From an optimization exercise on the open Yosys and OpenROAD flow, aimed at small area, a short achievable clock period and few clock cycles; shortcuts taken in it are not production practice.
The RTL was checked by simulation tests, not by an equivalence proof against the original design.

==> inputs of run a <==
// cpu
module cpu(
    input reset_n,
    input clk,
    input mem_ready,
    output logic [31:0] mem_addr,
    output logic [31:0] mem_write_data,
    output logic [3:0] mem_byte_enable,
    output logic mem_write_req,
    output logic mem_read_req,
    input [31:0] mem_read_data,
    input mem_read_data_valid);
clock: 8.0 ns
lec_check: 0
abc_clock_period_in_ps: 5000
cap_margin: 20
core_margin: 2
core_utilization: 40
setup_slack_margin: 3.5
slew_margin: 20
tns_end_percent: 20
run.sh (not shown) runs the stock make flow with config.mk's settings and CLKGATE_MAP_FILE= SYNTH_SCRIPT=/design/flow/synth_recipe.tcl, a recipe that flattens the netlist after the stock synthesis.
==> run b: changes against run a <==
--- a/flow/design.v
+++ b/flow/design.v
@@ -26,17 +26,16 @@
     logic pcl;               
     logic [1:0] qv;          
     logic [31:0] q0, q1, q2;
     logic [31:1] s1, s2;     
     logic [1:0] fa;          
     logic [1:0] fb;          
     logic [1:0] lo;          
     logic [1:0] disc;        
-    logic [1:0] vs;          
     logic e_valid;
     logic [31:0] A;
     logic [31:0] op2;
     logic e_cin;
     logic [4:0] e_rd;
     logic e_wen;
     logic [2:0] e_f3;
     logic e_ld, e_st, e_xw;
@@ -47,43 +46,31 @@
     logic [31:0] R;          
     logic e_rok;
     logic [63:0] cycle;
     logic [63:0] instret;
     logic [31:0] rf[1:31];
     logic [32:0] sum33;
     logic [31:0] sum;
     logic ltu, lt;
-    assign sum33 = skadd(A, op2 ^ {32{e_cin}}, e_cin);
+    assign sum33 = ksadd(A, op2 ^ {32{e_cin}}, e_cin);
     assign sum = sum33[31:0];
     assign ltu = ~sum33[32];
     assign lt = (A[31] != op2[31]) ? A[31] : ltu;
     function automatic [32:0] ksadd(input [31:0] a, input [31:0] b, input cin);
         logic [32:0] g, p;
         g = {a & b, cin};
         p = {a ^ b, 1'b0};
         for (int d = 1; d < 33; d = d * 2)
             for (int i = 32; i >= d; i--) begin
                 g[i] = g[i] | (p[i] & g[i - d]);
                 p[i] = p[i] & p[i - d];
             end
         ksadd = {g[32], (a ^ b) ^ g[31:0]};
     endfunction
-    function automatic [32:0] skadd(input [31:0] a, input [31:0] b, input cin);
-        logic [32:0] g, p;
-        g = {a & b, cin};
-        p = {a ^ b, 1'b0};
-        for (int d = 1; d < 33; d = d * 2)
-            for (int i = 32; i >= 0; i--)
-                if ((i % (2 * d)) >= d) begin
-                    g[i] = g[i] | (p[i] & g[(i / (2 * d)) * (2 * d) + d - 1]);
-                    p[i] = p[i] & p[(i / (2 * d)) * (2 * d) + d - 1];
-                end
-        skadd = {g[32], (a ^ b) ^ g[31:0]};
-    endfunction
     function automatic [31:0] rev32(input [31:0] x);
         for (int i = 0; i < 32; i++) rev32[i] = x[31 - i];
     endfunction
     logic [31:0] sh_in, sh_r, sh_res;
     logic [32:0] sh_ext;
     assign sh_in = e_sll ? rev32(A) : A;
     assign sh_ext = $signed({e_sra & A[31], sh_in}) >>> op2[4:0];
     assign sh_r = sh_ext[31:0];
@@ -260,26 +247,26 @@
             3'b111: taken = ~c_ltu;
             default: taken = 1'b0;
         endcase
     end
     logic [31:0] bt;
     logic [31:2] d_tgt;
     logic d_redir, misal, d_ill;
     logic [32:0] bt33;
-    assign bt33 = {1'b0, {pc_n, 2'b00}} + {1'b0, is_jal ? imm_j : (is_auipc ? imm_u : imm_b)};
+    assign bt33 = ksadd({pc_n, 2'b00}, is_jal ? imm_j : (is_auipc ? imm_u : imm_b), 1'b0);
     assign bt = bt33[31:0];
     assign d_tgt = is_jalr ? addr[31:2] : bt[31:2];
     assign misal = is_jalr ? addr[1] : (is_jal ? ni[21] : ni[8]);
     assign d_redir = is_jal || is_jalr || (is_br && taken);
     assign d_ill = ill_dec || (d_redir && misal);
     logic avail, e_free, d_take, take_ok, take_redir, take_mem, take_ill;
     assign avail = qv != 2'd0;
     assign e_free = !e_valid || e_done;
-    assign d_take = avail && e_free && !stall && !halted && !pcl;
+    assign d_take = avail && e_free && !stall && !halted;
     assign take_ill = d_take && d_ill;
     logic take_ill_e;
     assign take_ill_e = d_take && ill_dec;
     assign take_ok = d_take && !d_ill;
     assign take_redir = d_take && d_redir;
     assign take_mem = d_take && (is_ld || is_st);
     logic sub_op, slt_op, sltu_op, inv;
     assign sub_op = is_op && (f3 == 3'b000) && ni[30];
@@ -296,46 +283,36 @@
         if (is_op && dep2) op2_base = wb_fast;
         if (is_st) op2_base = wdata;
         if (is_lui || is_csr) A_next = 32'h0;
         else if (is_auipc || is_jal || is_jalr) A_next = {pc_n, 2'b00};
         else A_next = rs1_rf;
         if (!(is_lui || is_csr || is_auipc || is_jal || is_jalr) && dep1) A_next = wb_fast;
     end
     logic [1:0] lo_n, fa_t, fb_t;
+    logic [2:0] vs_n;
     logic [1:0] qv_n;
     logic push, pop;
     assign lo_n = lo + {1'b0, acc_l} - {1'b0, r_load};
     assign pop = d_take;
-    assign push = r_fetch && !pcl;
-    logic [1:0] disc_n;
+    assign push = r_fetch;
     always_comb begin
-        disc_n = disc - {1'b0, r_disc};
-        if (pcl) begin
-            disc_n = fa - {1'b0, r_fetch};
-            fa_t = {1'b0, acc_f};
-            fb_t = 2'd0;
-            qv_n = 2'd0;
+        fa_t = fa - {1'b0, r_fetch};
+        fb_t = fb;
+        if (acc_f) begin
+            if (lo_n != 2'd0) fb_t = fb_t + 2'd1;
+            else fa_t = fa_t + 2'd1;
         end
-        else begin
-            fa_t = fa - {1'b0, r_fetch};
-            fb_t = fb;
-            if (acc_f) begin
-                if (lo_n != 2'd0) fb_t = fb_t + 2'd1;
-                else fa_t = fa_t + 2'd1;
-            end
-            if (lo_n == 2'd0) begin
-                fa_t = fa_t + fb_t;
-                fb_t = 2'd0;
-            end
-            qv_n = qv - {1'b0, pop} + {1'b0, push};
+        if (lo_n == 2'd0) begin
+            fa_t = fa_t + fb_t;
+            fb_t = 2'd0;
         end
+        qv_n = qv - {1'b0, pop} + {1'b0, push};
+        vs_n = {1'b0, fa_t} + {1'b0, fb_t} + {1'b0, qv_n};
     end
-    logic [1:0] vs_nx;
-    assign vs_nx = pcl ? {1'b0, acc_f} : vs + {1'b0, acc_f} - {1'b0, pop};
     logic s_hold, s_hi, s_addr, s_bt, s_f;
     logic [31:2] q_addr_n;
     assign s_hold = q_e && !acc;
     assign s_hi = q_e && acc && e_xw && !q_hi;
     assign s_addr = d_take && (is_ld || is_st || is_jalr);
     assign s_bt = d_take && (is_jal || (is_br && taken));
     assign s_f = !(s_hold || s_hi || s_addr || s_bt);
     assign q_addr_n = ({30{s_hold}} & q_addr)
@@ -416,33 +393,39 @@
             pf <= 30'h04000000;
             pc_n <= 30'h04000000;
             pcl <= 1'b0;
             qv <= 2'd0;
             fa <= 2'd0;
             fb <= 2'd0;
             lo <= 2'd0;
             disc <= 2'd0;
-            vs <= 2'd0;
             e_valid <= 1'b0;
             got_lo <= 1'b0;
             cycle <= 64'h0;
             instret <= 64'h0;
         end
         else begin
             cycle <= cycle + 64'h1;
             instret <= instret_cur;
             lo <= lo_n;
             if (take_ill) halted <= 1'b1;
             q_addr <= q_addr_n;
-            fa <= fa_t;
-            fb <= fb_t;
-            disc <= disc_n;
-            vs <= vs_nx;
-            qv <= qv_n;
+            if (take_redir) begin
+                fa <= 2'd0;
+                fb <= 2'd0;
+                disc <= disc - {1'b0, r_disc} + fa_t + fb_t;
+                qv <= 2'd0;
+            end
+            else begin
+                fa <= fa_t;
+                fb <= fb_t;
+                disc <= disc - {1'b0, r_disc};
+                qv <= qv_n;
+            end
             if (d_take) pc_n <= pc_n + 30'h1;
             pcl <= take_redir;
             if (pcl) pc_n <= q_addr;
             if (!q_e) pf <= acc_f ? q_addr + 30'h1 : q_addr;
             if (take_ok) e_valid <= 1'b1;
             else if (e_done || take_ill) e_valid <= 1'b0;
             if (take_ok) got_lo <= 1'b0;
             else if (r_load && e_xw && !got_lo) got_lo <= 1'b1;
@@ -458,15 +441,15 @@
             end
             else if (take_mem) begin
                 q_rd <= is_ld;
                 q_wr <= is_st;
                 q_e <= 1'b1;
                 q_hi <= 1'b0;
             end
             else begin
-                q_rd <= take_redir || (vs_nx != 2'd3);
+                q_rd <= take_redir || (vs_n <= 3'd2);
                 q_wr <= 1'b0;
                 q_e <= 1'b0;
             end
         end
     end
 endmodule
==> run c: changes against run a <==
--- a/flow/design.v
+++ b/flow/design.v
@@ -47,43 +47,31 @@
     logic [31:0] R;          
     logic e_rok;
     logic [63:0] cycle;
     logic [63:0] instret;
     logic [31:0] rf[1:31];
     logic [32:0] sum33;
     logic [31:0] sum;
     logic ltu, lt;
-    assign sum33 = skadd(A, op2 ^ {32{e_cin}}, e_cin);
+    assign sum33 = ksadd(A, op2 ^ {32{e_cin}}, e_cin);
     assign sum = sum33[31:0];
     assign ltu = ~sum33[32];
     assign lt = (A[31] != op2[31]) ? A[31] : ltu;
     function automatic [32:0] ksadd(input [31:0] a, input [31:0] b, input cin);
         logic [32:0] g, p;
         g = {a & b, cin};
         p = {a ^ b, 1'b0};
         for (int d = 1; d < 33; d = d * 2)
             for (int i = 32; i >= d; i--) begin
                 g[i] = g[i] | (p[i] & g[i - d]);
                 p[i] = p[i] & p[i - d];
             end
         ksadd = {g[32], (a ^ b) ^ g[31:0]};
     endfunction
-    function automatic [32:0] skadd(input [31:0] a, input [31:0] b, input cin);
-        logic [32:0] g, p;
-        g = {a & b, cin};
-        p = {a ^ b, 1'b0};
-        for (int d = 1; d < 33; d = d * 2)
-            for (int i = 32; i >= 0; i--)
-                if ((i % (2 * d)) >= d) begin
-                    g[i] = g[i] | (p[i] & g[(i / (2 * d)) * (2 * d) + d - 1]);
-                    p[i] = p[i] & p[(i / (2 * d)) * (2 * d) + d - 1];
-                end
-        skadd = {g[32], (a ^ b) ^ g[31:0]};
-    endfunction
     function automatic [31:0] rev32(input [31:0] x);
         for (int i = 0; i < 32; i++) rev32[i] = x[31 - i];
     endfunction
     logic [31:0] sh_in, sh_r, sh_res;
     logic [32:0] sh_ext;
     assign sh_in = e_sll ? rev32(A) : A;
     assign sh_ext = $signed({e_sra & A[31], sh_in}) >>> op2[4:0];
     assign sh_r = sh_ext[31:0];
@@ -260,17 +248,17 @@
             3'b111: taken = ~c_ltu;
             default: taken = 1'b0;
         endcase
     end
     logic [31:0] bt;
     logic [31:2] d_tgt;
     logic d_redir, misal, d_ill;
     logic [32:0] bt33;
-    assign bt33 = {1'b0, {pc_n, 2'b00}} + {1'b0, is_jal ? imm_j : (is_auipc ? imm_u : imm_b)};
+    assign bt33 = ksadd({pc_n, 2'b00}, is_jal ? imm_j : (is_auipc ? imm_u : imm_b), 1'b0);
     assign bt = bt33[31:0];
     assign d_tgt = is_jalr ? addr[31:2] : bt[31:2];
     assign misal = is_jalr ? addr[1] : (is_jal ? ni[21] : ni[8]);
     assign d_redir = is_jal || is_jalr || (is_br && taken);
     assign d_ill = ill_dec || (d_redir && misal);
     logic avail, e_free, d_take, take_ok, take_redir, take_mem, take_ill;
     assign avail = qv != 2'd0;
     assign e_free = !e_valid || e_done;
==> qor summary <==
| metric | run a | run b | run c |
|---|---|---|---|
| Outcome | timing/DRC/antenna clean | timing/DRC/antenna clean | timing/DRC/antenna clean |
| Clock sink count | 1,513 | 1,511 | 1,513 |
| DIE HEIGHT | 449 um | 453 um | 451 um |
| Via count of the first global-routing pass | 69,220 | 70,017 | 70,172 |
| Count of different cell masters after synthesis | 105 | 104 | 100 |
| Cells after Synth | 7,221 | 7,455 | 7,443 |
| Seq/Total Area, Yosys | 0.535 | 0.525 | 0.529 |
| Max FO, Critical Path | 14 | 9 | 21 |
| DRT met1 WL | 142,000 um | 139,000 um | 138,000 um |
| Setup WS post-layout | 2.72 ns | 2.75 ns | 2.52 ns |
| R2R cell count | 21 | 22 | 20 |
| Final clock-cell share | 0.0575 | 0.0552 | 0.0563 |
| Cell mode on critical path | buf_12 | buf_4 | - |
| Post-layout net count | 7,892 | 8,063 | 8,051 |
| Area fraction of the dominant cell type after synthesis | 0.457 | 0.448 | 0.452 |
| Vias per cell | 7.17 | 7.25 | 7.23 |
| Sum of net half-perimeters after detailed placement | 258,000 um | 255,000 um | 261,000 um |
| Ant. Diodes | 19 | 13 | 21 |
| Arrival time worst endpoint | 6.05 ns | 5.97 ns | 6.20 ns |
| Register Area | 42,500 um2 | 42,500 um2 | 42,500 um2 |
| Worst Skew | 0.0955 ns | 0.0952 ns | 0.0945 ns |
| Wire per inst | 40.2 um | 38.8 um | 38.7 um |
| Met1 usage in global routing | 0.463 | 0.456 | 0.460 |
| Crit path depth | 21 | 22 | 20 |
Testbench counts of run a, summed over its fixed seeds: cycles 121,575.
Testbench counts of run b, summed over its fixed seeds: cycles 121,575.
Testbench counts of run c, summed over its fixed seeds: cycles 121,575.

-- afterwards: timing with drivers on the ports --
The flow's constraints put no driver on any port. The routed layouts listed below were extracted and timed again, unchanged, in two steps. Step 1 (the two cells are an assumption about what drives the block):
set clk [get_ports {clk}]
set_driving_cell -lib_cell sky130_fd_sc_hd__clkbuf_16 $clk
set_driving_cell -lib_cell sky130_fd_sc_hd__buf_2 [delete_from_list [all_inputs] $clk]
Step 2 times the ports against the registers' clock, not the clock port: input delays grow and output delays shrink by t, the midpoint of the rising clock arrivals with the driver on. Three values: ideal ports, drivers, drivers and shift; two values: the first two.
| run | t, ns | setup WS [ns] | worst register clock-pin slew, ns | cell pins on the clock port's net |
|---|---|---|---|---|
| run a | 0.949 | 2.722 / 2.722 / 2.067 | 0.07 / 0.07 | 1 |
| run b | 0.939 | 2.750 / 2.750 / 2.264 | 0.07 / 0.07 | 1 |
| run c | 0.920 | 2.519 / 2.519 / 2.470 | 0.08 / 0.08 | 1 |
After both steps setup and hold are still met in every run listed. The setup slack of run a, which loses most, moves by 0.000 ns with the drivers and by -0.655 ns with both steps.
